Source: an optimization exercise on an open RTL-to-GDS flow (aim: small area and a short achievable clock period). Production flows keep margins and buffers that such runs may drop.
RTL that was checked went through simulation tests only; none was proved equivalent to the original.
No functional check of the RTL was part of runs 2 and 3.
No driver is modelled on the clock port, so clocking that relies on it looks cheaper here than on a real chip.
No activity file was given, so power comes from the tool's default toggle rates.

==> flow/design.v <==
module mul_pipe(
	input [15:0] numA59,
	input [15:0] numB59,
	input clk_59,
	input reset_59,
	output reg [15:0] Acc_result_59
);
wire z1 = (numA59 == 16'h0000) | (numB59 == 16'h0000);
wire s1 = numA59[15] ^ numB59[15];
wire [4:0] e1 = numA59[14:10] + numB59[14:10] + 5'd17;
wire [10:0] bb = {1'b1, numB59[9:0]};
wire [4:0] one1, two1, neg1;
genvar gi;
generate for (gi = 0; gi < 5; gi = gi + 1) begin : benc
	wire b0 = (gi == 0) ? 1'b0 : bb[2*gi-1];
	wire b1 = bb[2*gi];
	wire b2 = bb[2*gi+1];
	assign one1[gi] = b1 ^ b0;
	assign two1[gi] = (b2 & ~b1 & ~b0) | (~b2 & b1 & b0);
	assign neg1[gi] = b2 & ~(b1 & b0);
end endgenerate
reg z2, s2; reg [4:0] e2; reg [9:0] ma2; reg [4:0] one2, two2, neg2; reg b9_2;
always @(posedge clk_59) begin
	z2 <= z1; s2 <= s1; e2 <= e1; ma2 <= numA59[9:0];
	one2 <= one1; two2 <= two1; neg2 <= neg1; b9_2 <= numB59[9];
end
wire pp1 = ((one2[0] & ma2[0])) ^ neg2[0];
wire pp2 = ((one2[0] & ma2[1]) | (two2[0] & ma2[0])) ^ neg2[0];
wire pp3 = ((one2[0] & ma2[2]) | (two2[0] & ma2[1])) ^ neg2[0];
wire pp4 = ((one2[0] & ma2[3]) | (two2[0] & ma2[2])) ^ neg2[0];
wire pp5 = ((one2[0] & ma2[4]) | (two2[0] & ma2[3])) ^ neg2[0];
wire pp6 = ((one2[0] & ma2[5]) | (two2[0] & ma2[4])) ^ neg2[0];
wire pp7 = ((one2[0] & ma2[6]) | (two2[0] & ma2[5])) ^ neg2[0];
wire pp8 = ((one2[0] & ma2[7]) | (two2[0] & ma2[6])) ^ neg2[0];
wire pp9 = ((one2[0] & ma2[8]) | (two2[0] & ma2[7])) ^ neg2[0];
wire pp10 = ((one2[0] & ma2[9]) | (two2[0] & ma2[8])) ^ neg2[0];
wire pp11 = (one2[0] | (two2[0] & ma2[9])) ^ neg2[0];
wire pp12 = (two2[0]) ^ neg2[0];
wire pp13 = ((one2[1] & ma2[0])) ^ neg2[1];
wire pp14 = ((one2[1] & ma2[1]) | (two2[1] & ma2[0])) ^ neg2[1];
wire pp15 = ((one2[1] & ma2[2]) | (two2[1] & ma2[1])) ^ neg2[1];
wire pp16 = ((one2[1] & ma2[3]) | (two2[1] & ma2[2])) ^ neg2[1];
wire pp17 = ((one2[1] & ma2[4]) | (two2[1] & ma2[3])) ^ neg2[1];
wire pp18 = ((one2[1] & ma2[5]) | (two2[1] & ma2[4])) ^ neg2[1];
wire pp19 = ((one2[1] & ma2[6]) | (two2[1] & ma2[5])) ^ neg2[1];
wire pp20 = ((one2[1] & ma2[7]) | (two2[1] & ma2[6])) ^ neg2[1];
wire pp21 = ((one2[1] & ma2[8]) | (two2[1] & ma2[7])) ^ neg2[1];
wire pp22 = ((one2[1] & ma2[9]) | (two2[1] & ma2[8])) ^ neg2[1];
wire pp23 = (one2[1] | (two2[1] & ma2[9])) ^ neg2[1];
wire pp24 = (two2[1]) ^ neg2[1];
wire pp25 = ((one2[2] & ma2[0])) ^ neg2[2];
wire pp26 = ((one2[2] & ma2[1]) | (two2[2] & ma2[0])) ^ neg2[2];
wire pp27 = ((one2[2] & ma2[2]) | (two2[2] & ma2[1])) ^ neg2[2];
wire pp28 = ((one2[2] & ma2[3]) | (two2[2] & ma2[2])) ^ neg2[2];
wire pp29 = ((one2[2] & ma2[4]) | (two2[2] & ma2[3])) ^ neg2[2];
wire pp30 = ((one2[2] & ma2[5]) | (two2[2] & ma2[4])) ^ neg2[2];
wire pp31 = ((one2[2] & ma2[6]) | (two2[2] & ma2[5])) ^ neg2[2];
wire pp32 = ((one2[2] & ma2[7]) | (two2[2] & ma2[6])) ^ neg2[2];
wire pp33 = ((one2[2] & ma2[8]) | (two2[2] & ma2[7])) ^ neg2[2];
wire pp34 = ((one2[2] & ma2[9]) | (two2[2] & ma2[8])) ^ neg2[2];
wire pp35 = (one2[2] | (two2[2] & ma2[9])) ^ neg2[2];
wire pp36 = (two2[2]) ^ neg2[2];
wire pp37 = ((one2[3] & ma2[0])) ^ neg2[3];
wire pp38 = ((one2[3] & ma2[1]) | (two2[3] & ma2[0])) ^ neg2[3];
wire pp39 = ((one2[3] & ma2[2]) | (two2[3] & ma2[1])) ^ neg2[3];
wire pp40 = ((one2[3] & ma2[3]) | (two2[3] & ma2[2])) ^ neg2[3];
wire pp41 = ((one2[3] & ma2[4]) | (two2[3] & ma2[3])) ^ neg2[3];
wire pp42 = ((one2[3] & ma2[5]) | (two2[3] & ma2[4])) ^ neg2[3];
wire pp43 = ((one2[3] & ma2[6]) | (two2[3] & ma2[5])) ^ neg2[3];
wire pp44 = ((one2[3] & ma2[7]) | (two2[3] & ma2[6])) ^ neg2[3];
wire pp45 = ((one2[3] & ma2[8]) | (two2[3] & ma2[7])) ^ neg2[3];
wire pp46 = ((one2[3] & ma2[9]) | (two2[3] & ma2[8])) ^ neg2[3];
wire pp47 = (one2[3] | (two2[3] & ma2[9])) ^ neg2[3];
wire pp48 = (two2[3]) ^ neg2[3];
wire pp49 = ((one2[4] & ma2[0])) ^ neg2[4];
wire pp50 = ((one2[4] & ma2[1]) | (two2[4] & ma2[0])) ^ neg2[4];
wire pp51 = ((one2[4] & ma2[2]) | (two2[4] & ma2[1])) ^ neg2[4];
wire pp52 = ((one2[4] & ma2[3]) | (two2[4] & ma2[2])) ^ neg2[4];
wire pp53 = ((one2[4] & ma2[4]) | (two2[4] & ma2[3])) ^ neg2[4];
wire pp54 = ((one2[4] & ma2[5]) | (two2[4] & ma2[4])) ^ neg2[4];
wire pp55 = ((one2[4] & ma2[6]) | (two2[4] & ma2[5])) ^ neg2[4];
wire pp56 = ((one2[4] & ma2[7]) | (two2[4] & ma2[6])) ^ neg2[4];
wire pp57 = ((one2[4] & ma2[8]) | (two2[4] & ma2[7])) ^ neg2[4];
wire pp58 = ((one2[4] & ma2[9]) | (two2[4] & ma2[8])) ^ neg2[4];
wire pp59 = (one2[4] | (two2[4] & ma2[9])) ^ neg2[4];
wire pp60 = (two2[4]) ^ neg2[4];
wire nn61 = ~neg2[0];
wire nn62 = ~neg2[1];
wire nn63 = ~neg2[2];
wire nn64 = ~neg2[3];
wire nn65 = ~neg2[4];
wire pr66 = ~b9_2 & ma2[0];
wire pr67 = b9_2 ? ma2[0] : ma2[1];
wire pr68 = b9_2 ? ma2[1] : ma2[2];
wire pr69 = b9_2 ? ma2[2] : ma2[3];
wire pr70 = b9_2 ? ma2[3] : ma2[4];
wire pr71 = b9_2 ? ma2[4] : ma2[5];
wire pr72 = b9_2 ? ma2[5] : ma2[6];
wire pr73 = b9_2 ? ma2[6] : ma2[7];
wire pr74 = b9_2 ? ma2[7] : ma2[8];
wire pr75 = b9_2 ? ma2[8] : ma2[9];
wire pr76 = b9_2 ? ma2[9] : 1'b1;
wire pr77 = b9_2;
wire s78 = neg2[1] ^ pp3;
wire c79 = neg2[1] & pp3;
wire s80 = pp4 ^ pp14;
wire c81 = pp4 & pp14;
wire s82 = neg2[2] ^ pp5 ^ pp15;
wire c83 = (neg2[2] & pp5) | (neg2[2] & pp15) | (pp5 & pp15);
wire s84 = pp25 ^ c81;
wire c85 = pp25 & c81;
wire s86 = pp6 ^ pp16 ^ pp26;
wire c87 = (pp6 & pp16) | (pp6 & pp26) | (pp16 & pp26);
wire s88 = c83 ^ c85;
wire c89 = c83 & c85;
wire s90 = neg2[3] ^ pp7 ^ pp17;
wire c91 = (neg2[3] & pp7) | (neg2[3] & pp17) | (pp7 & pp17);
wire s92 = pp27 ^ pp37 ^ c87;
wire c93 = (pp27 & pp37) | (pp27 & c87) | (pp37 & c87);
wire s94 = s90 ^ c89;
wire c95 = s90 & c89;
wire s96 = pp8 ^ pp18 ^ pp28;
wire c97 = (pp8 & pp18) | (pp8 & pp28) | (pp18 & pp28);
wire s98 = pp38 ^ c91 ^ s96;
wire c99 = (pp38 & c91) | (pp38 & s96) | (c91 & s96);
wire s100 = neg2[4] ^ pp9 ^ pp19;
wire c101 = (neg2[4] & pp9) | (neg2[4] & pp19) | (pp9 & pp19);
wire s102 = pp29 ^ pp39 ^ pp49;
wire c103 = (pp29 & pp39) | (pp29 & pp49) | (pp39 & pp49);
wire s104 = c97 ^ s100 ^ s102;
wire c105 = (c97 & s100) | (c97 & s102) | (s100 & s102);
wire s106 = pp10 ^ pp20 ^ pp30;
wire c107 = (pp10 & pp20) | (pp10 & pp30) | (pp20 & pp30);
wire s108 = pp40 ^ pp50 ^ c101;
wire c109 = (pp40 & pp50) | (pp40 & c101) | (pp50 & c101);
wire s110 = c103 ^ s106;
wire c111 = c103 & s106;
wire s112 = pr66 ^ pp11 ^ pp21;
wire c113 = (pr66 & pp11) | (pr66 & pp21) | (pp11 & pp21);
wire s114 = pp31 ^ pp41 ^ pp51;
wire c115 = (pp31 & pp41) | (pp31 & pp51) | (pp41 & pp51);
wire s116 = c107 ^ s112 ^ s114;
wire c117 = (c107 & s112) | (c107 & s114) | (s112 & s114);
wire s118 = pr67 ^ pp12 ^ pp22;
wire c119 = (pr67 & pp12) | (pr67 & pp22) | (pp12 & pp22);
wire s120 = pp32 ^ pp42 ^ pp52;
wire c121 = (pp32 & pp42) | (pp32 & pp52) | (pp42 & pp52);
wire s122 = c113 ^ c115 ^ s118;
wire c123 = (c113 & c115) | (c113 & s118) | (c115 & s118);
wire s124 = neg2[0] ^ pr68 ^ pp23;
wire c125 = (neg2[0] & pr68) | (neg2[0] & pp23) | (pr68 & pp23);
wire s126 = pp33 ^ pp43 ^ pp53;
wire c127 = (pp33 & pp43) | (pp33 & pp53) | (pp43 & pp53);
wire s128 = c119 ^ c121 ^ s124;
wire c129 = (c119 & c121) | (c119 & s124) | (c121 & s124);
wire s130 = neg2[0] ^ pr69 ^ pp24;
wire c131 = (neg2[0] & pr69) | (neg2[0] & pp24) | (pr69 & pp24);
wire s132 = pp34 ^ pp44 ^ pp54;
wire c133 = (pp34 & pp44) | (pp34 & pp54) | (pp44 & pp54);
wire s134 = c125 ^ c127 ^ s130;
wire c135 = (c125 & c127) | (c125 & s130) | (c127 & s130);
wire s136 = nn61 ^ nn62 ^ pr70;
wire c137 = (nn61 & nn62) | (nn61 & pr70) | (nn62 & pr70);
wire s138 = pp35 ^ pp45 ^ pp55;
wire c139 = (pp35 & pp45) | (pp35 & pp55) | (pp45 & pp55);
wire s140 = s136 ^ c131 ^ c133;
wire c141 = (s136 & c131) | (s136 & c133) | (c131 & c133);
wire s142 = ~(pr71 ^ pp36);
wire c143 = pr71 | pp36;
wire s144 = pp46 ^ pp56 ^ c137;
wire c145 = (pp46 & pp56) | (pp46 & c137) | (pp56 & c137);
wire s146 = s142 ^ c139;
wire c147 = s142 & c139;
wire s148 = s144 ^ s146;
wire c149 = s144 & s146;
wire s150 = nn63 ^ pr72 ^ pp47;
wire c151 = (nn63 & pr72) | (nn63 & pp47) | (pr72 & pp47);
wire s152 = pp57 ^ c143 ^ s150;
wire c153 = (pp57 & c143) | (pp57 & s150) | (c143 & s150);
wire s154 = c145 ^ c147;
wire c155 = c145 & c147;
wire s156 = ~(pr73 ^ pp48);
wire c157 = pr73 | pp48;
wire s158 = pp58 ^ s156 ^ c151;
wire c159 = (pp58 & s156) | (pp58 & c151) | (s156 & c151);
wire s160 = nn64 ^ pr74 ^ pp59;
wire c161 = (nn64 & pr74) | (nn64 & pp59) | (pr74 & pp59);
wire s162 = c157 ^ s160;
wire c163 = c157 & s160;
wire s164 = ~(pr75 ^ pp60);
wire c165 = pr75 | pp60;
wire s166 = s164 ^ c161;
wire c167 = s164 & c161;
wire s168 = nn65 ^ pr76 ^ c165;
wire c169 = (nn65 & pr76) | (nn65 & c165) | (pr76 & c165);
wire s170 = ~pr77;
wire [5:0] lowsum = {1'b0, s82, c79, pp13, pp2, pp1} + {1'b0, s84, s80, s78, 1'b0, neg2[0]};
reg [43:0] t3; reg z3, s3; reg [4:0] e3;
always @(posedge clk_59) begin
	z3 <= z2; s3 <= s2; e3 <= e2;
	t3 <= {s170, c169, s168, c167, s166, c163, s162, c159, c155, c153, s158, s154, c149, s152, s148, c141, s140, c135, s138, s134, c129, s132, s128, c123, s126, s122, c117, s120, s116, c109, c111, c105, s108, s110, s104, c99, s98, c95, c93, s94, s92, lowsum[5], s88, s86};
end
wire s171 = t3[0] ^ t3[1];
wire c172 = t3[0] & t3[1];
wire s173 = t3[3] ^ t3[4];
wire c174 = t3[3] & t3[4];
wire s175 = t3[5] ^ t3[6] ^ t3[7];
wire c176 = (t3[5] & t3[6]) | (t3[5] & t3[7]) | (t3[6] & t3[7]);
wire s177 = t3[8] ^ t3[9];
wire c178 = t3[8] & t3[9];
wire s179 = t3[10] ^ t3[11] ^ t3[12];
wire c180 = (t3[10] & t3[11]) | (t3[10] & t3[12]) | (t3[11] & t3[12]);
wire s181 = t3[13] ^ t3[14] ^ t3[15];
wire c182 = (t3[13] & t3[14]) | (t3[13] & t3[15]) | (t3[14] & t3[15]);
wire s183 = t3[16] ^ t3[17] ^ t3[18];
wire c184 = (t3[16] & t3[17]) | (t3[16] & t3[18]) | (t3[17] & t3[18]);
wire s185 = t3[19] ^ t3[20] ^ t3[21];
wire c186 = (t3[19] & t3[20]) | (t3[19] & t3[21]) | (t3[20] & t3[21]);
wire s187 = t3[22] ^ t3[23] ^ t3[24];
wire c188 = (t3[22] & t3[23]) | (t3[22] & t3[24]) | (t3[23] & t3[24]);
wire s189 = t3[25] ^ t3[26] ^ t3[27];
wire c190 = (t3[25] & t3[26]) | (t3[25] & t3[27]) | (t3[26] & t3[27]);
wire s191 = t3[28] ^ t3[29];
wire c192 = t3[28] & t3[29];
wire s193 = t3[30] ^ t3[31] ^ t3[32];
wire c194 = (t3[30] & t3[31]) | (t3[30] & t3[32]) | (t3[31] & t3[32]);
wire s195 = t3[33] ^ t3[34] ^ t3[35];
wire c196 = (t3[33] & t3[34]) | (t3[33] & t3[35]) | (t3[34] & t3[35]);
wire s197 = t3[36] ^ t3[37];
wire c198 = t3[36] & t3[37];
wire s199 = t3[38] ^ t3[39];
wire c200 = t3[38] & t3[39];
wire s201 = t3[40] ^ t3[41];
wire c202 = t3[40] & t3[41];
wire s203 = t3[42] ^ t3[43];
wire c204 = t3[42] & t3[43];
wire [14:5] sl3 = {1'b0, c186, c184, c182, c180, c178, c176, c174, c172, t3[2]} + {1'b0, s187, s185, s183, s181, s179, s177, s175, s173, s171};
wire [21:14] xh3 = {c202, c200, c198, c196, c194, c192, c190, c188};
wire [21:14] yh3 = {s203, s201, s199, s197, s195, s193, s191, s189};
reg [13:10] pl4; reg cs4; reg [21:14] g4, p4; reg z4, s4; reg [4:0] e4;
always @(posedge clk_59) begin
	z4 <= z3; s4 <= s3; e4 <= e3; pl4 <= sl3[13:10]; cs4 <= sl3[14];
	g4 <= xh3 & yh3; p4 <= xh3 ^ yh3;
end
wire kg0_1 = g4[15] | (p4[15] & g4[14]);
wire kp0_1 = p4[15] & p4[14];
wire kg0_2 = g4[16] | (p4[16] & g4[15]);
wire kp0_2 = p4[16] & p4[15];
wire kg0_3 = g4[17] | (p4[17] & g4[16]);
wire kp0_3 = p4[17] & p4[16];
wire kg0_4 = g4[18] | (p4[18] & g4[17]);
wire kp0_4 = p4[18] & p4[17];
wire kg0_5 = g4[19] | (p4[19] & g4[18]);
wire kp0_5 = p4[19] & p4[18];
wire kg0_6 = g4[20] | (p4[20] & g4[19]);
wire kp0_6 = p4[20] & p4[19];
wire kg0_7 = g4[21] | (p4[21] & g4[20]);
wire kp0_7 = p4[21] & p4[20];
wire kg1_2 = kg0_2 | (kp0_2 & g4[14]);
wire kp1_2 = kp0_2 & p4[14];
wire kg1_3 = kg0_3 | (kp0_3 & kg0_1);
wire kp1_3 = kp0_3 & kp0_1;
wire kg1_4 = kg0_4 | (kp0_4 & kg0_2);
wire kp1_4 = kp0_4 & kp0_2;
wire kg1_5 = kg0_5 | (kp0_5 & kg0_3);
wire kp1_5 = kp0_5 & kp0_3;
wire kg1_6 = kg0_6 | (kp0_6 & kg0_4);
wire kp1_6 = kp0_6 & kp0_4;
wire kg1_7 = kg0_7 | (kp0_7 & kg0_5);
wire kp1_7 = kp0_7 & kp0_5;
wire kg2_4 = kg1_4 | (kp1_4 & g4[14]);
wire kp2_4 = kp1_4 & p4[14];
wire kg2_5 = kg1_5 | (kp1_5 & kg0_1);
wire kp2_5 = kp1_5 & kp0_1;
wire kg2_6 = kg1_6 | (kp1_6 & kg1_2);
wire kp2_6 = kp1_6 & kp1_2;
wire kg2_7 = kg1_7 | (kp1_7 & kg1_3);
wire kp2_7 = kp1_7 & kp1_3;
wire hc0 = g4[14] | (p4[14] & cs4);
wire hc1 = kg0_1 | (kp0_1 & cs4);
wire hc2 = kg1_2 | (kp1_2 & cs4);
wire hc3 = kg1_3 | (kp1_3 & cs4);
wire hc4 = kg2_4 | (kp2_4 & cs4);
wire hc5 = kg2_5 | (kp2_5 & cs4);
wire hc6 = kg2_6 | (kp2_6 & cs4);
wire hc7 = kg2_7 | (kp2_7 & cs4);
wire [21:14] ph4 = {p4[21] ^ hc6, p4[20] ^ hc5, p4[19] ^ hc4, p4[18] ^ hc3, p4[17] ^ hc2, p4[16] ^ hc1, p4[15] ^ hc0, p4[14] ^ cs4};
wire [21:10] q4 = {ph4, pl4};
wire [9:0] m4 = q4[21] ? q4[20:11] : q4[19:10];
wire [4:0] e4p = e4 + 5'd1;
wire [4:0] x4 = q4[21] ? e4p : e4;
always @(posedge clk_59) begin
	Acc_result_59 <= z4 ? 16'h0000 : {s4, x4, m4};
end
endmodule
==> flow/flow/run.sh <==
#!/bin/bash
# Standard ORFS layout, with plain buffers (instead of the default delay-style
# buffer) on the input and output ports, and flip-flops that drive six or more
# loads given their strongest drive before clock tree synthesis.
set -euo pipefail
export BUFFER_PORTS_ARGS="-buffer_cell sky130_fd_sc_hd__buf_1"
export PRE_CTS_TCL="$PWD/flow/upsize.tcl"
bash standard.sh synth > synth.log 2>&1
bash standard.sh > layout.log 2>&1
==> flow/flow/upsize.tcl <==
# Before clock tree synthesis: give flip-flops that drive many loads directly the
# strongest drive of their own cell family (same function, larger drive).
set n 0
foreach inst [get_cells *] {
  set ref [get_property $inst ref_name]
  if {![string match "sky130_fd_sc_hd__dfxtp_*" $ref] || $ref eq "sky130_fd_sc_hd__dfxtp_4"} continue
  set fo 0
  foreach q [get_pins -of_objects $inst -filter "direction == output"] {
    set net [get_nets -quiet -of_objects $q]
    if {$net eq ""} continue
    incr fo [llength [get_pins -quiet -of_objects $net -filter "direction == input"]]
  }
  if {$fo >= 6} {
    replace_cell $inst sky130_fd_sc_hd__dfxtp_4
    incr n
  }
}
puts "upsize.tcl: $n flip-flops set to dfxtp_4"
==> flow/standard.sh <==
#!/bin/bash
# synth_recipe.tcl (not shown) runs the flow's synth.tcl, then flattens the netlist and writes it again
# the make line also repeats each setting of config.mk as NAME=value (left out here)
make -C /OpenROAD-flow-scripts/flow DESIGN_CONFIG=/design/flow/config.mk WORK_HOME=/design/flow/orfs CLKGATE_MAP_FILE= SYNTH_SCRIPT=/design/flow/synth_recipe.tcl "${@:-finish}"
==> flow/config.mk <==
export PLATFORM = sky130hd
export DESIGN_NAME = mul_pipe
export DESIGN_NICKNAME = mul_pipe
export VERILOG_FILES = /design/flow/design.v
export SDC_FILE = /design/flow/constraint.sdc
export NUM_CORES = 4
export LEC_CHECK = 0
export CAP_MARGIN = 20
export CORE_MARGIN = 2
export CORE_UTILIZATION = 60
export CTS_BUF_LIST = sky130_fd_sc_hd__clkbuf_4 sky130_fd_sc_hd__clkbuf_8
export CTS_CLUSTER_DIAMETER = 60
export CTS_CLUSTER_SIZE = 30
export SETUP_SLACK_MARGIN = 3.2
export SLEW_MARGIN = 20
export TNS_END_PERCENT = 0
==> flow/constraint.sdc <==
create_clock -name core_clock -period 5.0 [get_ports {clk_59}]
set_input_delay 1.0000 -clock core_clock [delete_from_list [all_inputs] [get_ports {clk_59}]]
set_output_delay 1.0000 -clock core_clock [all_outputs]
set_load 0.01 [all_outputs]
==> reports/metrics.csv, run 1 <==
stage,metric,value,unit
status,status,finished clean,
sta,Clock Skew,10.04,ps
layout,Final #Nets,748,
clocking,CTS Buf Count,17,
flow_run,Max Cap Viol,0,
sta,final hold violations,0,
synth,cells after synthesis,564,
sta,setup violators final,0,
worst_setup_path,crit-path cells,fa_1 -> ha_4 -> and3_4 -> a21oi_4 -> o211ai_1 -> a211oi_1 -> a21oi_1,
synth,syn_nets,692,
hold_path,worst min-delay path category,reg2reg,
synth,Synth async-reset ratio,0,%
sta,Rel. slew slack,59.39,%
pwr,sw frac,36.49,%
pwr,LEAKAGE,3.006,nW
clocking,CTS clock-pin slew for the worst setup and hold paths,80,ps
worst_setup_path,Critical Path AT,2300,ps
floorplanning,Top-Level Pins,50,
synth,register area share after synthesis,40.83,%
worst_setup_path,critical path type,reg2reg,
sta,PnR worst setup slack,3021,ps
pwr,cell internal pwr,0.002685,W
global_routing,vias in the first global route,4220,
floorplanning,Die X,105.9,µm
clocking,clk sinks,127,
sta,Tmin final,1979,ps
worst_setup_path,Crit path max-delay family,adder cells,
worst_setup_path,slowest library cell on the worst path,fa_1,
global_routing,antenna violations before repair,0,
floorplanning,Std-Cell Rows,37,
sta,setup TNS,0,ps
global_routing,grt total ovfl,0,
clocking,Clock Latency Late Sink,430,ps
pwr,share of power burned in registers,37.4,%
worst_setup_path,crit-path max cell delay,590,ps
synth,synthesized cell area,6227,µm²
placed_design,DP Wirelength,8.741,mm
global_routing,pin count of the biggest net entering global routing,18,
layout,most frequent cells in the layout,"97 x dfxtp_1, 59 x xnor2_1, 48 x ha_1, 48 x buf_1, 44 x a22oi_1",
sta,unrepaired setup endpoints after global routing,true,
routing,"antenna viol nets, final",0,
sta,WHS,327.6,ps
sta,max-slew violation count,0,
pwr,clock share of power,22.7,%
global_routing,gr usage total,23.66,%
sta,Slew @ Worst Pin,607.2,ps
floorplanning,total core area,10180,µm²
sta,Tcrit/Tclk final,39.57,%
clocking,CTS tree,built,
sta,achievable frequency,505.4,MHz
floorplanning,die area,11210,µm²
layout,"commonest non-fill, non-tap cell in the layout",dfxtp_1,
global_routing,global-route wire length before repair,20.42,mm
pwr,Pwr Density,580.7,nW/µm²
synth,number of synthesized flops with an enable pin,0,
synth,YS warnings,1,
worst_setup_path,CP Buf/Inv Count,0,
layout,Syn-to-layout area delta,16.90,%
synth,top_reg_cell synth,dfxtp_1,
placed_design,post-place setup slack,2534,ps
synth,post-synth cell types,41,
floorplanning,Die Span Y,105.9,µm
pwr,NetSw,0.001543,W
routing,Routed WL per cell,16.04,µm
pwr,Design Power,0.004227,W
clocking,cts hold-fix bufs,0,
pwr,Comb pwr share,39.9,%
worst_setup_path,Setup crit end kind,flip-flop,
floorplanning,Initial Utilization,61.14,%
pwr,Peak supply drop,0.2536,mV
layout,diode count,0,
placed_design,port bufs,48,
worst_setup_path,crit path max fanout,4,
synth,Yosys reg bits,127,
routing,DR vias/cell,5.511,
worst_setup_path,WP data required,5320,ps
routing,Detailed Route WL,12.33,mm
routing,number of DRC violations after detailed-routing iteration 0,288,
layout,fraction of layout cells with a size suffix above 1,17.38,%
synth,syn_area_per_cell,11.04,µm²
layout,layout filler cell count,754,
placed_design,Placer Congestion,0.8524,
worst_setup_path,startpoint types,flip-flop,
routing,Remaining DRCs,0,
routing,via count,4238,
routing,total iterations of the first detailed-routing run,5,
flip-flops by register name, indices dropped and copies added (netlist names):
| register | cells |
|---|---|
| z4 | 1 |
| s3 | 1 |
| cs4 | 1 |
| two2 | 5 |
| e2 | 5 |
| s4 | 1 |
| ma2 | 10 |
| e4 | 5 |
| s2 | 1 |
| Acc_result_59 | 16 |
| z2 | 1 |
| one2 | 5 |
| e3 | 5 |
| t3 | 44 |
| neg2 | 5 |
| p4 | 8 |
| b9_2 | 1 |
| pl4 | 4 |
| g4 | 7 |
| z3 | 1 |
cell families (layout without fill, tap and decap cells):
logic type	after synthesis	count (layout)	synth area share (%)
xor gates and xnor gates	71	71	9.986
adders and majority gates	94	94	23.95
and+or+nand+nor	71	71	6.168
AOI/OAI and AO/OA	119	119	12.96
muxes	10	10	1.708
DFF	127	127	40.83
buffers and inverters	72	141	4.400
routing by layer:
layer / up-vias / part of all wire, % / wire [µm] / track usage, %
li1: 2060 / - / - / -
met1: 1980 / 45 / 5509 / 30.34
met2: 170 / 48 / 5858 / 39.72
met3: 28 / 6.3 / 773 / 5.628
met4: 0 / 1.5 / 191 / 7.425
met5: - / 0 / 0 / 0
synthesized netlist by cell type (2+ instances only):
| master | n | area (µm²) |
|---|---|---|
| a211oi_1 | 4 | 30.03 |
| a21o_1 | 6 | 45.04 |
| a21oi_1 | 27 | 135.1 |
| a22o_4 | 2 | 35.03 |
| a22oi_1 | 45 | 337.8 |
| a31o_2 | 2 | 17.52 |
| and3_1 | 2 | 12.51 |
| buf_1 | 2 | 7.510 |
| buf_2 | 2 | 10.01 |
| clkbuf_1 | 28 | 105.1 |
| dfxtp_1 | 127 | 2542 |
| fa_1 | 42 | 840.8 |
| ha_1 | 52 | 650.6 |
| inv_1 | 39 | 146.4 |
| mux2_2 | 5 | 56.30 |
| mux2i_1 | 5 | 50.05 |
| nand2_1 | 10 | 37.54 |
| nand2b_1 | 5 | 31.28 |
| nand3_1 | 12 | 60.06 |
| nand3b_1 | 4 | 30.03 |
| nand4_1 | 3 | 18.77 |
| nor2_1 | 10 | 37.54 |
| nor2b_1 | 9 | 56.30 |
| nor3_1 | 3 | 15.01 |
| nor4_1 | 9 | 56.30 |
| o211ai_1 | 3 | 22.52 |
| o21ai_0 | 19 | 95.09 |
| o21ai_1 | 2 | 10.01 |
| o31ai_1 | 2 | 15.01 |
| or4_1 | 3 | 22.52 |
| xnor2_1 | 60 | 525.5 |
| xor2_1 | 11 | 96.34 |
worst reg2reg max path: cells and delay by family, from the launching register on:
kind                     cells  cell delay, ps
adder cells (fa/ha/maj)      2             820
AO/OA/AOI/OAI                4             560
flip-flops                   1             320
AND/OR/NAND/NOR              1             170
metrics by stage:
step                cells  util, %  cell area, µm²
CTS                   758    70.60            7191
global placement      716    63.83            6501
global route          769    71.47            7279
detailed placement    716    63.83            6501
finish                769    71.47            7279
floorplan             564        -            6281
layout make-up:
type | instances | area (µm²) | share of cell area, %
Clock buffer | 17 | 234.0 | 3.214
Tap cell | 136 | 170.2 | 2.338
Timing Repair Buffer | 70 | 352.8 | 4.847
Multi-Input combinational cell | 365 | 3515 | 48.28
Sequential cell | 127 | 2653 | 36.44
Clock inverter | 15 | 201.4 | 2.767
Inverter | 39 | 153.9 | 2.114
worst paths after layout:
path / start / cells past startpoint / slack [ps] / endpoint
setup / recovery: t3[15] / 7 / 3020 / pl4[12]
hold / removal: z3 / 0 / 330 / z4
setup reg to reg: t3[15] / 7 / 3020 / pl4[12]
hold reg to reg: z3 / 0 / 330 / z4
power by group through the flow:
| stage | Clock [W] | Sequential [W] | Combinational (W) |
|---|---|---|---|
| 6_report | 0.000961 | 0.00158 | 0.00168 |
| 5_1_grt | 0.00103 | 0.00162 | 0.00194 |
| 4_1_cts | 0.000980 | 0.00158 | 0.00165 |
| 3_5_place_dp | 0 | 0.00161 | 0.00151 |
| 3_3_place_gp | 0 | 0.00159 | 0.00146 |
| 2_1_floorplan | 0 | 0.00155 | 0.00117 |
timing repair:
item                       in CTS  in global routing
hold endpoints to repair        0                  0
buffers inserted               10                 11
pin swaps                       6                  2
setup endpoints to repair      53                 61
resized for setup              11                  2
==> run 2: changes to the inputs <==
--- a/flow/design.v
+++ b/flow/design.v
@@ -195,96 +195,100 @@
 wire c169 = (nn65 & pr76) | (nn65 & c165) | (pr76 & c165);
 wire s170 = ~pr77;
 wire [5:0] lowsum = {1'b0, s82, c79, pp13, pp2, pp1} + {1'b0, s84, s80, s78, 1'b0, neg2[0]};
+wire hx171 = lowsum[5] ^ s86;
+wire ha172 = lowsum[5] & s86;
+wire hx173 = c93 ^ c95;
+wire ha174 = c93 & c95;
+wire hx175 = s110 ^ s108;
+wire ha176 = s110 & s108;
+wire hx177 = c111 ^ c109;
+wire ha178 = c111 & c109;
+wire hx179 = s126 ^ c123;
+wire ha180 = s126 & c123;
+wire hx181 = s132 ^ c129;
+wire ha182 = s132 & c129;
+wire hx183 = s138 ^ c135;
+wire ha184 = s138 & c135;
+wire hx185 = s152 ^ c149;
+wire ha186 = s152 & c149;
+wire hx187 = s158 ^ c153;
+wire ha188 = s158 & c153;
 reg [43:0] t3; reg z3, s3; reg [4:0] e3;
 always @(posedge clk_59) begin
 	z3 <= z2; s3 <= s2; e3 <= e2;
-	t3 <= {s170, c169, s168, c167, s166, c163, s162, c159, c155, c153, s158, s154, c149, s152, s148, c141, s140, c135, s138, s134, c129, s132, s128, c123, s126, s122, c117, s120, s116, c109, c111, c105, s108, s110, s104, c99, s98, c95, c93, s94, s92, lowsum[5], s88, s86};
-end
-wire s171 = t3[0] ^ t3[1];
-wire c172 = t3[0] & t3[1];
-wire s173 = t3[3] ^ t3[4];
-wire c174 = t3[3] & t3[4];
-wire s175 = t3[5] ^ t3[6] ^ t3[7];
-wire c176 = (t3[5] & t3[6]) | (t3[5] & t3[7]) | (t3[6] & t3[7]);
-wire s177 = t3[8] ^ t3[9];
-wire c178 = t3[8] & t3[9];
-wire s179 = t3[10] ^ t3[11] ^ t3[12];
-wire c180 = (t3[10] & t3[11]) | (t3[10] & t3[12]) | (t3[11] & t3[12]);
-wire s181 = t3[13] ^ t3[14] ^ t3[15];
-wire c182 = (t3[13] & t3[14]) | (t3[13] & t3[15]) | (t3[14] & t3[15]);
-wire s183 = t3[16] ^ t3[17] ^ t3[18];
-wire c184 = (t3[16] & t3[17]) | (t3[16] & t3[18]) | (t3[17] & t3[18]);
-wire s185 = t3[19] ^ t3[20] ^ t3[21];
-wire c186 = (t3[19] & t3[20]) | (t3[19] & t3[21]) | (t3[20] & t3[21]);
-wire s187 = t3[22] ^ t3[23] ^ t3[24];
-wire c188 = (t3[22] & t3[23]) | (t3[22] & t3[24]) | (t3[23] & t3[24]);
-wire s189 = t3[25] ^ t3[26] ^ t3[27];
-wire c190 = (t3[25] & t3[26]) | (t3[25] & t3[27]) | (t3[26] & t3[27]);
-wire s191 = t3[28] ^ t3[29];
-wire c192 = t3[28] & t3[29];
-wire s193 = t3[30] ^ t3[31] ^ t3[32];
-wire c194 = (t3[30] & t3[31]) | (t3[30] & t3[32]) | (t3[31] & t3[32]);
-wire s195 = t3[33] ^ t3[34] ^ t3[35];
-wire c196 = (t3[33] & t3[34]) | (t3[33] & t3[35]) | (t3[34] & t3[35]);
-wire s197 = t3[36] ^ t3[37];
-wire c198 = t3[36] & t3[37];
-wire s199 = t3[38] ^ t3[39];
-wire c200 = t3[38] & t3[39];
-wire s201 = t3[40] ^ t3[41];
-wire c202 = t3[40] & t3[41];
-wire s203 = t3[42] ^ t3[43];
-wire c204 = t3[42] & t3[43];
-wire [14:5] sl3 = {1'b0, c186, c184, c182, c180, c178, c176, c174, c172, t3[2]} + {1'b0, s187, s185, s183, s181, s179, s177, s175, s173, s171};
-wire [21:14] xh3 = {c202, c200, c198, c196, c194, c192, c190, c188};
-wire [21:14] yh3 = {s203, s201, s199, s197, s195, s193, s191, s189};
-reg [13:10] pl4; reg cs4; reg [21:14] g4, p4; reg z4, s4; reg [4:0] e4;
-always @(posedge clk_59) begin
-	z4 <= z3; s4 <= s3; e4 <= e3; pl4 <= sl3[13:10]; cs4 <= sl3[14];
+	t3 <= {s170, c169, s168, c167, s166, c163, s162, c159, c155, ha188, hx187, s154, ha186, hx185, s148, c141, s140, ha184, hx183, s134, ha182, hx181, s128, ha180, hx179, s122, c117, s120, s116, ha178, hx177, c105, ha176, hx175, s104, c99, s98, ha174, hx173, s94, s92, s88, ha172, hx171};
+end
+wire s189 = t3[0] ^ t3[2];
+wire c190 = t3[1] | (t3[0] & t3[2]);
+wire s191 = t3[5] ^ t3[7];
+wire c192 = t3[6] | (t3[5] & t3[7]);
+wire s193 = t3[10] ^ t3[12];
+wire c194 = t3[11] | (t3[10] & t3[12]);
+wire s195 = t3[13] ^ t3[15];
+wire c196 = t3[14] | (t3[13] & t3[15]);
+wire s197 = t3[19] ^ t3[21];
+wire c198 = t3[20] | (t3[19] & t3[21]);
+wire s199 = t3[22] ^ t3[24];
+wire c200 = t3[23] | (t3[22] & t3[24]);
+wire s201 = t3[25] ^ t3[27];
+wire c202 = t3[26] | (t3[25] & t3[27]);
+wire s203 = t3[30] ^ t3[32];
+wire c204 = t3[31] | (t3[30] & t3[32]);
+wire s205 = t3[33] ^ t3[35];
+wire c206 = t3[34] | (t3[33] & t3[35]);
+wire s207 = t3[3] ^ t3[4];
+wire c208 = t3[3] & t3[4];
+wire s209 = t3[8] ^ t3[9];
+wire c210 = t3[8] & t3[9];
+wire s211 = t3[16] ^ t3[17] ^ t3[18];
+wire c212 = (t3[16] & t3[17]) | (t3[16] & t3[18]) | (t3[17] & t3[18]);
+wire s213 = t3[28] ^ t3[29];
+wire c214 = t3[28] & t3[29];
+wire s215 = t3[36] ^ t3[37];
+wire c216 = t3[36] & t3[37];
+wire s217 = t3[38] ^ t3[39];
+wire c218 = t3[38] & t3[39];
+wire s219 = t3[40] ^ t3[41];
+wire c220 = t3[40] & t3[41];
+wire s221 = t3[42] ^ t3[43];
+wire c222 = t3[42] & t3[43];
+wire [16:5] sl3 = {1'b0, c202, c200, c198, s197, c196, c194, s193, c192, s191, c190, s189} + {1'b0, s213, s201, s199, c212, s211, s195, c210, s209, c208, s207, 1'b0};
+wire [21:16] xh3 = {c220, c218, c216, c206, c204, s203};
+wire [21:16] yh3 = {s221, s219, s217, s215, s205, c214};
+reg [15:10] pl4; reg cs4; reg [21:16] g4, p4; reg z4, s4; reg [4:0] e4;
+always @(posedge clk_59) begin
+	z4 <= z3; s4 <= s3; e4 <= e3; pl4 <= sl3[15:10]; cs4 <= sl3[16];
 	g4 <= xh3 & yh3; p4 <= xh3 ^ yh3;
 end
-wire kg0_1 = g4[15] | (p4[15] & g4[14]);
-wire kp0_1 = p4[15] & p4[14];
-wire kg0_2 = g4[16] | (p4[16] & g4[15]);
-wire kp0_2 = p4[16] & p4[15];
-wire kg0_3 = g4[17] | (p4[17] & g4[16]);
-wire kp0_3 = p4[17] & p4[16];
-wire kg0_4 = g4[18] | (p4[18] & g4[17]);
-wire kp0_4 = p4[18] & p4[17];
-wire kg0_5 = g4[19] | (p4[19] & g4[18]);
-wire kp0_5 = p4[19] & p4[18];
-wire kg0_6 = g4[20] | (p4[20] & g4[19]);
-wire kp0_6 = p4[20] & p4[19];
-wire kg0_7 = g4[21] | (p4[21] & g4[20]);
-wire kp0_7 = p4[21] & p4[20];
-wire kg1_2 = kg0_2 | (kp0_2 & g4[14]);
-wire kp1_2 = kp0_2 & p4[14];
+wire kg0_1 = g4[17] | (p4[17] & g4[16]);
+wire kp0_1 = p4[17] & p4[16];
+wire kg0_2 = g4[18] | (p4[18] & g4[17]);
+wire kp0_2 = p4[18] & p4[17];
+wire kg0_3 = g4[19] | (p4[19] & g4[18]);
+wire kp0_3 = p4[19] & p4[18];
+wire kg0_4 = g4[20] | (p4[20] & g4[19]);
+wire kp0_4 = p4[20] & p4[19];
+wire kg0_5 = g4[21] | (p4[21] & g4[20]);
+wire kp0_5 = p4[21] & p4[20];
+wire kg1_2 = kg0_2 | (kp0_2 & g4[16]);
+wire kp1_2 = kp0_2 & p4[16];
 wire kg1_3 = kg0_3 | (kp0_3 & kg0_1);
 wire kp1_3 = kp0_3 & kp0_1;
 wire kg1_4 = kg0_4 | (kp0_4 & kg0_2);
 wire kp1_4 = kp0_4 & kp0_2;
 wire kg1_5 = kg0_5 | (kp0_5 & kg0_3);
 wire kp1_5 = kp0_5 & kp0_3;
-wire kg1_6 = kg0_6 | (kp0_6 & kg0_4);
-wire kp1_6 = kp0_6 & kp0_4;
-wire kg1_7 = kg0_7 | (kp0_7 & kg0_5);
-wire kp1_7 = kp0_7 & kp0_5;
-wire kg2_4 = kg1_4 | (kp1_4 & g4[14]);
-wire kp2_4 = kp1_4 & p4[14];
+wire kg2_4 = kg1_4 | (kp1_4 & g4[16]);
+wire kp2_4 = kp1_4 & p4[16];
 wire kg2_5 = kg1_5 | (kp1_5 & kg0_1);
 wire kp2_5 = kp1_5 & kp0_1;
-wire kg2_6 = kg1_6 | (kp1_6 & kg1_2);
-wire kp2_6 = kp1_6 & kp1_2;
-wire kg2_7 = kg1_7 | (kp1_7 & kg1_3);
-wire kp2_7 = kp1_7 & kp1_3;
-wire hc0 = g4[14] | (p4[14] & cs4);
+wire hc0 = g4[16] | (p4[16] & cs4);
 wire hc1 = kg0_1 | (kp0_1 & cs4);
 wire hc2 = kg1_2 | (kp1_2 & cs4);
 wire hc3 = kg1_3 | (kp1_3 & cs4);
 wire hc4 = kg2_4 | (kp2_4 & cs4);
 wire hc5 = kg2_5 | (kp2_5 & cs4);
-wire hc6 = kg2_6 | (kp2_6 & cs4);
-wire hc7 = kg2_7 | (kp2_7 & cs4);
-wire [21:14] ph4 = {p4[21] ^ hc6, p4[20] ^ hc5, p4[19] ^ hc4, p4[18] ^ hc3, p4[17] ^ hc2, p4[16] ^ hc1, p4[15] ^ hc0, p4[14] ^ cs4};
+wire [21:16] ph4 = {p4[21] ^ hc4, p4[20] ^ hc3, p4[19] ^ hc2, p4[18] ^ hc1, p4[17] ^ hc0, p4[16] ^ cs4};
 wire [21:10] q4 = {ph4, pl4};
 wire [9:0] m4 = q4[21] ? q4[20:11] : q4[19:10];
 wire [4:0] e4p = e4 + 5'd1;
==> flow/flow/run.sh (replaced) <==
#!/bin/bash
# Standard ORFS layout, with plain buffers (instead of the default delay-style
# buffer) on the input and output ports.
set -euo pipefail
export BUFFER_PORTS_ARGS="-buffer_cell sky130_fd_sc_hd__buf_1"
bash standard.sh synth > synth.log 2>&1
bash standard.sh > layout.log 2>&1
--- a/flow/config.mk
+++ b/flow/config.mk
@@ -11,6 +11,5 @@
 export CTS_BUF_LIST = sky130_fd_sc_hd__clkbuf_4 sky130_fd_sc_hd__clkbuf_8
 export CTS_CLUSTER_DIAMETER = 60
 export CTS_CLUSTER_SIZE = 30
-export SETUP_SLACK_MARGIN = 3.2
+export SETUP_SLACK_MARGIN = 3.0
 export SLEW_MARGIN = 20
-export TNS_END_PERCENT = 0
removed: flow/flow/upsize.tcl
==> run 2 against run 1 <==
Sequential cell count shrank 2. Sequential power fell by 3%. Utilization grew 4.6 points. Count of clock-buffer cells in the layout is the same. Worst hold slack gained 2.9 ps. Highest routed layer unchanged. Setup slack worse by 120 ps. Power is 4.1% higher. Synthesized cell count down 1.6%. Cell area is 6.4% higher. Via count fell by 1.8%.
==> reports/metrics.csv, run 2 <==
stage,metric,value,unit
floorplanning,Std-Cell Rows,37,
global_routing,met2 Usage GRT,39.95,%
clocking,CTS Buf Count,17,
synth,Synth top cells by count,"125 x dfxtp_1, 67 x ha_1, 60 x xnor2_1",
sta,achievable frequency,476.3,MHz
status,status,finished clean,
routing,number of DRC violations after detailed-routing iteration 0,177,
layout,Syn-to-layout area delta,24.46,%
pwr,LEAKAGE,3.296,nW
layout,Largest Register,t3,
routing,total iterations of the first detailed-routing run,4,
worst_setup_path,startpoint types,flip-flop,
clocking,Root Buffer,clkbuf_8,
routing,Detailed Route WL,12.26,mm
sta,final hold violations,0,
synth,post-synth cell types,41,
hold_path,worst min-delay path category,reg2reg,
synth,Synth area leaders,"dfxtp_1 40%, ha_1 13%, fa_1 11%",
global_routing,grt met1 use,30.29,%
pwr,Pwr Density,568.1,nW/µm²
floorplanning,total core area,10180,µm²
synth,synthesized cell area,6225,µm²
synth,syn_nets,690,
clocking,CTS tree,built,
sta,Tmin final,2100,ps
synth,top_reg_cell synth,dfxtp_1,
sta,Tcrit/Tclk final,41.99,%
layout,Layout Utilization,76.07,%
global_routing,gr usage total,23.89,%
routing,DR vias/cell,5.328,
synth,post-synth top area cell,dfxtp_1,
synth,register area share after synthesis,40.20,%
global_routing,global-route wire length before repair,20.56,mm
synth,Synth async-reset ratio,0,%
clocking,H-tree levels,4,
flow_run,Max Cap Viol,0,
layout,max FFs per register,44,
worst_setup_path,Critical Path Most Common Cell,fa_2,
synth,cells after synthesis,555,
clocking,CTS clock-pin slew for the worst setup and hold paths,80,ps
floorplanning,Top-Level Pins,50,
clocking,clk buf depth,2,
global_routing,GRT busiest layer,met2,
synth,Yosys reg bits,125,
pwr,Comb pwr share,44.8,%
routing,Remaining DRCs,0,
global_routing,vias in the first global route,4305,
global_routing,grt total ovfl,0,
worst_setup_path,Setup crit end kind,flip-flop,
sta,Clock Skew,12.51,ps
layout,Final #Nets,767,
layout,layout filler cell count,687,
layout,FF+latch area,2595,µm²
layout,"commonest non-fill, non-tap cell in the layout",dfxtp_1,
global_routing,GR Util met3,5.071,%
pwr,NetSw,0.001562,W
clocking,clk sinks,125,
routing,Routed WL per cell,15.70,µm
routing,via count,4161,
layout,diode count,0,
worst_setup_path,WP data required,5390,ps
layout,most frequent cells in the layout,"97 x dfxtp_1, 54 x xnor2_1, 51 x ha_1, 48 x buf_1, 39 x inv_1",
placed_design,port bufs,48,
worst_setup_path,crit path max fanout,7,
worst_setup_path,slowest library cell on the worst path,fa_2,
sta,WHS,330.5,ps
sta,Slew @ Worst Pin,695.1,ps
pwr,sw frac,35.49,%
synth,post-synth top area share,40.20,%
pwr,Peak supply drop,0.4247,mV
layout,fraction of layout cells with a size suffix above 1,27.91,%
worst_setup_path,critical path type,reg2reg,
global_routing,pin count of the biggest net entering global routing,19,
pwr,share of power burned in registers,34.8,%
layout,final non-filler cell total,781,
layout,area occupied by multi-input gates,3841,µm²
sta,setup violators final,0,
placed_design,DP Wirelength,8.572,mm
sta,setup TNS,0,ps
pwr,clock share of power,20.4,%
sta,unrepaired setup endpoints after global routing,true,
placed_design,Area after DPL,6555,µm²
floorplanning,Die X,105.9,µm
worst_setup_path,crit-path cells,buf_12 -> a22oi_2 -> xnor2_2 -> fa_2 -> fa_2 -> ha_4,
layout,fin area,7747,µm²
synth,syn_area_per_cell,11.22,µm²
worst_setup_path,Critical Path AT,2490,ps
synth,most frequent cell after synthesis,dfxtp_1,
routing,"antenna viol nets, final",0,
worst_setup_path,crit-path max cell delay,490,ps
placed_design,Placed Cells,710,
clocking,Clock Latency Late Sink,430,ps
sta,max-slew violation count,0,
floorplanning,die area,11210,µm²
layout,Top Registers,"t3 x44, Acc_result_59 x16, ma2 x10",
pwr,cell internal pwr,0.002839,W
placed_design,Placer Congestion,0.9032,
synth,YS warnings,1,
floorplanning,Die Span Y,105.9,µm
floorplanning,Initial Utilization,61.12,%
global_routing,antenna violations before repair,0,
synth,number of synthesized flops with an enable pin,0,
sta,Rel. slew slack,53.59,%
[run 2: changes by cell type after synthesis, sizes merged, moves of 5 or more]
cell   previous run  this run
or2               0         9
o21ai            21         9
fa               42        34
ha               52        67
a21oi            27        13
nor2             10        19
xor2             11        16
mux2i             5        15
nand3            12         2
[run 2: per-stage QoR]
step                power, W  worst slack (ps)
floorplan           0.002820              2871
global placement    0.003102              2516
detailed placement  0.003205              2517
CTS                 0.004275              2905
global route        0.004794              2825
finish              0.004401              2900
[run 2: critical path, delay by kind of cell (launching register included)]
family                     cells  cell delay (ps)
DFF                            1              370
adders and majority gates      3             1190
xor gates and xnor gates       1              140
buffers and inverters          1              140
AOI/OAI and AO/OA              1              220
[run 2: area by class of cell]
type                            instances  share of cell area, %
Inverter                               42                  2.099
Sequential cell                       125                  33.49
Timing Repair Buffer                   87                  7.380
Clock inverter                         15                  2.229
Clock buffer                           17                  3.020
Tap cell                              136                  2.196
Multi-Input combinational cell        359                  49.58
[run 2: path summary, 6_finish.rpt]
check	from	endpoint	slack, ps	cells after the start
worst min-delay path	e3[2]	e4[2]	330	0
worst max-delay path	ma2[9]	t3[19]	2900	6
worst max register to register	ma2[9]	t3[19]	2900	6
worst min register to register	e3[2]	e4[2]	330	0
[run 2: repair_timing]
item | 4_1_cts | 5_1_grt
buffers inserted | 27 | 12
pin swaps | 19 | 32
setup endpoints to repair | 37 | 28
cloned | 0 | 0
resized for setup | 71 | 31
hold buffers | 0 | 0
[run 2: cells by family (layout without fill, tap and decap cells)]
family	count (synthesis)	count (layout)	synth area share, %
muxes	21	21	3.497
xor gates and xnor gates	77	77	11.14
DFF	125	125	40.20
buffers and inverters	71	161	4.422
and+or+nand+nor	71	71	6.050
adders and majority gates	101	101	24.40
AOI/OAI and AO/OA	89	89	10.29
[run 2: metal layers]
metal  up-vias  part of all wire, %
li1       2038                    -
met1      1997                   44
met2       108                   50
met3        18                  4.6
met4         0                  1.3
met5         -                    0
[run 2: power by group through the flow]
stage	registers (W)	logic (W)	clock network, W
final	0.00153	0.00197	0.000899
after floorplan	0.00152	0.00130	0
after CTS	0.00153	0.00183	0.000912
after global placement	0.00155	0.00155	0
after global routing	0.00157	0.00226	0.000967
after detailed placement	0.00156	0.00164	0
==> run 3: changes to the inputs <==
--- a/flow/design.v
+++ b/flow/design.v
@@ -203,58 +203,60 @@
 wire ha176 = s110 & s108;
 wire hx177 = c111 ^ c109;
 wire ha178 = c111 & c109;
-wire hx179 = s126 ^ c123;
-wire ha180 = s126 & c123;
-wire hx181 = s132 ^ c129;
-wire ha182 = s132 & c129;
-wire hx183 = s138 ^ c135;
-wire ha184 = s138 & c135;
-wire hx185 = s152 ^ c149;
-wire ha186 = s152 & c149;
-wire hx187 = s158 ^ c153;
-wire ha188 = s158 & c153;
+wire hx179 = s120 ^ c117;
+wire ha180 = s120 & c117;
+wire hx181 = s126 ^ c123;
+wire ha182 = s126 & c123;
+wire hx183 = s132 ^ c129;
+wire ha184 = s132 & c129;
+wire hx185 = s138 ^ c135;
+wire ha186 = s138 & c135;
+wire hx187 = s152 ^ c149;
+wire ha188 = s152 & c149;
+wire hx189 = s158 ^ c153;
+wire ha190 = s158 & c153;
 reg [43:0] t3; reg z3, s3; reg [4:0] e3;
 always @(posedge clk_59) begin
 	z3 <= z2; s3 <= s2; e3 <= e2;
-	t3 <= {s170, c169, s168, c167, s166, c163, s162, c159, c155, ha188, hx187, s154, ha186, hx185, s148, c141, s140, ha184, hx183, s134, ha182, hx181, s128, ha180, hx179, s122, c117, s120, s116, ha178, hx177, c105, ha176, hx175, s104, c99, s98, ha174, hx173, s94, s92, s88, ha172, hx171};
+	t3 <= {s170, c169, s168, c167, s166, c163, s162, c159, c155, ha190, hx189, s154, ha188, hx187, s148, c141, s140, ha186, hx185, s134, ha184, hx183, s128, ha182, hx181, s122, ha180, hx179, s116, ha178, hx177, c105, ha176, hx175, s104, c99, s98, ha174, hx173, s94, s92, s88, ha172, hx171};
 end
-wire s189 = t3[0] ^ t3[2];
-wire c190 = t3[1] | (t3[0] & t3[2]);
-wire s191 = t3[5] ^ t3[7];
-wire c192 = t3[6] | (t3[5] & t3[7]);
-wire s193 = t3[10] ^ t3[12];
-wire c194 = t3[11] | (t3[10] & t3[12]);
-wire s195 = t3[13] ^ t3[15];
-wire c196 = t3[14] | (t3[13] & t3[15]);
-wire s197 = t3[19] ^ t3[21];
-wire c198 = t3[20] | (t3[19] & t3[21]);
-wire s199 = t3[22] ^ t3[24];
-wire c200 = t3[23] | (t3[22] & t3[24]);
-wire s201 = t3[25] ^ t3[27];
-wire c202 = t3[26] | (t3[25] & t3[27]);
-wire s203 = t3[30] ^ t3[32];
-wire c204 = t3[31] | (t3[30] & t3[32]);
-wire s205 = t3[33] ^ t3[35];
-wire c206 = t3[34] | (t3[33] & t3[35]);
-wire s207 = t3[3] ^ t3[4];
-wire c208 = t3[3] & t3[4];
-wire s209 = t3[8] ^ t3[9];
-wire c210 = t3[8] & t3[9];
-wire s211 = t3[16] ^ t3[17] ^ t3[18];
-wire c212 = (t3[16] & t3[17]) | (t3[16] & t3[18]) | (t3[17] & t3[18]);
-wire s213 = t3[28] ^ t3[29];
-wire c214 = t3[28] & t3[29];
-wire s215 = t3[36] ^ t3[37];
-wire c216 = t3[36] & t3[37];
-wire s217 = t3[38] ^ t3[39];
-wire c218 = t3[38] & t3[39];
-wire s219 = t3[40] ^ t3[41];
-wire c220 = t3[40] & t3[41];
-wire s221 = t3[42] ^ t3[43];
-wire c222 = t3[42] & t3[43];
-wire [16:5] sl3 = {1'b0, c202, c200, c198, s197, c196, c194, s193, c192, s191, c190, s189} + {1'b0, s213, s201, s199, c212, s211, s195, c210, s209, c208, s207, 1'b0};
-wire [21:16] xh3 = {c220, c218, c216, c206, c204, s203};
-wire [21:16] yh3 = {s221, s219, s217, s215, s205, c214};
+wire s191 = t3[0] ^ t3[2];
+wire c192 = t3[1] | (t3[0] & t3[2]);
+wire s193 = t3[5] ^ t3[7];
+wire c194 = t3[6] | (t3[5] & t3[7]);
+wire s195 = t3[10] ^ t3[12];
+wire c196 = t3[11] | (t3[10] & t3[12]);
+wire s197 = t3[13] ^ t3[15];
+wire c198 = t3[14] | (t3[13] & t3[15]);
+wire s199 = t3[16] ^ t3[18];
+wire c200 = t3[17] | (t3[16] & t3[18]);
+wire s201 = t3[19] ^ t3[21];
+wire c202 = t3[20] | (t3[19] & t3[21]);
+wire s203 = t3[22] ^ t3[24];
+wire c204 = t3[23] | (t3[22] & t3[24]);
+wire s205 = t3[25] ^ t3[27];
+wire c206 = t3[26] | (t3[25] & t3[27]);
+wire s207 = t3[30] ^ t3[32];
+wire c208 = t3[31] | (t3[30] & t3[32]);
+wire s209 = t3[33] ^ t3[35];
+wire c210 = t3[34] | (t3[33] & t3[35]);
+wire s211 = t3[3] ^ t3[4];
+wire c212 = t3[3] & t3[4];
+wire s213 = t3[8] ^ t3[9];
+wire c214 = t3[8] & t3[9];
+wire s215 = t3[28] ^ t3[29];
+wire c216 = t3[28] & t3[29];
+wire s217 = t3[36] ^ t3[37];
+wire c218 = t3[36] & t3[37];
+wire s219 = t3[38] ^ t3[39];
+wire c220 = t3[38] & t3[39];
+wire s221 = t3[40] ^ t3[41];
+wire c222 = t3[40] & t3[41];
+wire s223 = t3[42] ^ t3[43];
+wire c224 = t3[42] & t3[43];
+wire [16:5] sl3 = {1'b0, c206, c204, c202, c200, c198, c196, s195, c194, s193, c192, s191} + {1'b0, s215, s205, s203, s201, s199, s197, c214, s213, c212, s211, 1'b0};
+wire [21:16] xh3 = {c222, c220, c218, c210, c208, s207};
+wire [21:16] yh3 = {s223, s221, s219, s217, s209, c216};
 reg [15:10] pl4; reg cs4; reg [21:16] g4, p4; reg z4, s4; reg [4:0] e4;
 always @(posedge clk_59) begin
 	z4 <= z3; s4 <= s3; e4 <= e3; pl4 <= sl3[15:10]; cs4 <= sl3[16];
==> run 3 against run 2 <==
Worst hold slack worse by 0.79 ps. Cell area fell by 1.3%. Non-clock buffer count down 7. Combinational power barely moved. Power down 0.87%. Cell count shrank 0.90%. Sequential cell count did not move. Critical path depth stayed put. Die area about the same.
==> reports/metrics.csv, run 3 <==
stage,metric,value,unit
floorplanning,Initial Utilization,61.14,%
worst_setup_path,crit-path max cell delay,550,ps
routing,Remaining DRCs,0,
worst_setup_path,CP Buf/Inv Count,2,
layout,Top Registers,"t3 x44, Acc_result_59 x16, ma2 x10",
worst_setup_path,Crit path max-delay family,adder cells,
clocking,cts hold-fix bufs,0,
worst_setup_path,crit-path cells,mux2_4 -> fa_1 -> inv_2 -> fa_1 -> inv_2 -> ha_4,
worst_setup_path,startpoint types,flip-flop,
global_routing,gr usage total,22.82,%
layout,Final #Nets,761,
synth,most frequent cell after synthesis,dfxtp_1,
layout,diode count,0,
layout,fraction of layout cells with a size suffix above 1,27.43,%
hold_path,worst min-delay path category,reg2reg,
global_routing,vias in the first global route,4164,
synth,Synth area leaders,"dfxtp_1 40%, ha_1 14%, fa_1 11%",
hold_path,hold wc startpoint,e3[2],
global_routing,grt total ovfl,0,
pwr,LEAKAGE,3.240,nW
synth,YS warnings,1,
synth,post-synth cell types,39,
synth,register area share after synthesis,40.18,%
synth,cells after synthesis,555,
layout,Syn-to-layout area delta,22.80,%
clocking,CTS clock-pin slew for the worst setup and hold paths,80,ps
placed_design,Placer Congestion,0.8949,
placed_design,DP Wirelength,8.262,mm
sta,final hold violations,0,
synth,Yosys reg bits,125,
layout,layout filler cell count,719,
worst_setup_path,crit path max fanout,3,
synth,post-synth top area cell,dfxtp_1,
sta,Tmin final,2124,ps
worst_setup_path,WP data required,5340,ps
worst_setup_path,critical path type,reg2reg,
clocking,Root Buffer,clkbuf_8,
pwr,cell internal pwr,0.002813,W
flow_run,Max Cap Viol,0,
layout,most frequent cells in the layout,"97 x dfxtp_1, 54 x xnor2_1, 54 x ha_1, 48 x buf_1, 34 x inv_1",
status,status,finished clean,
synth,top_reg_cell synth,dfxtp_1,
synth,number of synthesized flops with an enable pin,0,
routing,DR vias/cell,5.406,
hold_path,hold path endpoint,e4[2],
sta,Slew @ Worst Pin,732.6,ps
sta,WHS,329.7,ps
pwr,share of power burned in registers,35.0,%
pwr,Peak supply drop,0.3542,mV
sta,achievable frequency,470.8,MHz
sta,max-slew violation count,0,
sta,Clock Skew,10.12,ps
floorplanning,total core area,10180,µm²
synth,Synth async-reset ratio,0,%
pwr,Pwr Density,570.5,nW/µm²
pwr,sw frac,35.53,%
clocking,CTS Buf Count,17,
sta,setup TNS,0,ps
worst_setup_path,Critical Path AT,2460,ps
pwr,clock share of power,20.0,%
pwr,Design Power,0.004363,W
floorplanning,die area,11210,µm²
floorplanning,Die X,105.9,µm
synth,post-synth top area share,40.18,%
routing,Routed WL per cell,15.85,µm
routing,number of DRC violations after detailed-routing iteration 0,168,
floorplanning,Std-Cell Rows,37,
global_routing,pin count of the biggest net entering global routing,19,
sta,Rel. slew slack,51.09,%
routing,Detailed Route WL,12.27,mm
worst_setup_path,R2R Path End,t3[30],
worst_setup_path,Setup crit end kind,flip-flop,
clocking,clk buf depth,2,
worst_setup_path,R2R depth,6,
pwr,Comb pwr share,44.9,%
placed_design,port bufs,48,
layout,max FFs per register,44,
worst_setup_path,r2r setup slk,2880,ps
synth,Synth top cells by count,"125 x dfxtp_1, 69 x ha_1, 61 x xnor2_1",
hold_path,hold depth,0,
sta,Tcrit/Tclk final,42.48,%
clocking,CTS tree,built,
clocking,Clock Latency Late Sink,440,ps
routing,via count,4184,
clocking,clk sinks,125,
floorplanning,Die Span Y,105.9,µm
global_routing,global-route wire length before repair,19.58,mm
synth,synthesized cell area,6227,µm²
routing,"antenna viol nets, final",0,
sta,setup violators final,0,
clocking,H-tree levels,4,
worst_setup_path,reg2reg start,b9_2,
floorplanning,Top-Level Pins,50,
worst_setup_path,slowest library cell on the worst path,fa_1,
routing,total iterations of the first detailed-routing run,4,
synth,syn_area_per_cell,11.22,µm²
layout,"commonest non-fill, non-tap cell in the layout",dfxtp_1,
sta,unrepaired setup endpoints after global routing,true,
pwr,NetSw,0.001550,W
layout,Largest Register,t3,
synth,syn_nets,691,
global_routing,antenna violations before repair,0,
-- run 3: worst max-delay path by stage --
stage | endpoint | cells past startpoint | from | slack [ps]
2_1_floorplan | t3[0] | 8 | ma2[4] | 2880
3_3_place_gp | t3[30] | 6 | neg2[2] | 2370
3_5_place_dp | t3[30] | 6 | neg2[2] | 2340
4_1_cts | cs4 | 9 | t3[5] | 2890
5_1_grt | t3[10] | 5 | ma2[7] | 2830
6_report | t3[30] | 6 | b9_2 | 2880
-- run 3: timing repair --
action / CTS / global route
setup endpoints to repair: 42 / 24
endpoints found under the hold margin: 0 / 0
setup buffers: 16 / 16
gates resized for setup: 65 / 44
cloned: 0 / 0
pin swaps: 19 / 33
-- run 3: worst reg2reg max path: stages, from the launching register on --
cell	delay (ps)
dfxtp_4	380
mux2_4	320
fa_1	550
inv_2	40
fa_1	510
inv_2	40
ha_4	200
-- run 3: final cells by class --
type	instances	area, µm²	share of cell area [%]
clock inverters	14	150.1	1.963
clock buffers	18	247.7	3.240
flip-flops and latches	125	2600	34.00
repair buffers	80	496.7	6.495
well taps	136	170.2	2.225
inverters	40	157.7	2.062
multi-input cells	361	3825	50.02
-- run 3: cells by family after synthesis --
family | after synthesis | synth area share [%]
flops | 125 | 40.18
fa+ha+maj | 102 | 24.47
compound gates | 89 | 10.29
xor+xnor | 77 | 11.13
simple gates | 72 | 6.148
buf+inv | 69 | 4.280
mux | 21 | 3.496
-- run 3: layer usage --
layer | GRT usage, % | up-vias | routed length [µm]
met1 | 29.42 | 2007 | 5409
met5 | 0 | - | 0
met3 | 5.442 | 21 | 635
li1 | - | 2023 | -
met4 | 7.801 | 0 | 187
met2 | 37.74 | 133 | 6038
-- run 3: power by group through the flow --
stage | clock, W | combinational [W] | sequential (W)
floorplan | 0 | 0.00130 | 0.00151
global placement | 0 | 0.00154 | 0.00155
detailed placement | 0 | 0.00159 | 0.00156
CTS | 0.000892 | 0.00170 | 0.00153
global route | 0.000937 | 0.00223 | 0.00156
finish | 0.000873 | 0.00196 | 0.00153
-- run 3: stage by stage --
stage	instance area, µm²	utilization, %	std cells	setup WS (ps)
floorplan	6475	-	555	2885
global placement	6568	64.48	710	2365
detailed placement	6568	64.48	710	2341
CTS	7276	71.44	758	2889
global route	7647	75.09	774	2830
finish	7647	75.09	774	2876

==> re-timing with driven ports <==
The flow's constraints put no driver on any port. The routed layouts listed below were extracted and timed again, unchanged, in two steps. Step 1 sets driving cells, clkbuf_16 on the clock port and buf_2 on the other inputs (assumed; they add their load-dependent delay and slew). Step 2 adds t to the input delays and takes it off the output delays; t is the mean of the earliest and latest rising clock arrival at the registers after step 1. Input paths then give back, and output paths get back, about the clock's delay inside the block. Three values: ideal ports, drivers, drivers and shift; two values: the first two.
run | t, ns | slack for setup (ns) | pins driven straight from the clock port
run 1 | 0.462 | 3.021 / 3.021 / 2.777 | 1
run 2 | 0.464 | 2.900 / 2.900 / 2.779 | 1
run 3 | 0.468 | 2.876 / 2.876 / 2.808 | 1
After both steps setup and hold are still met in every run listed. The setup slack of run 1, which loses most, moves by 0.000 ns with the drivers and by -0.244 ns with both steps.
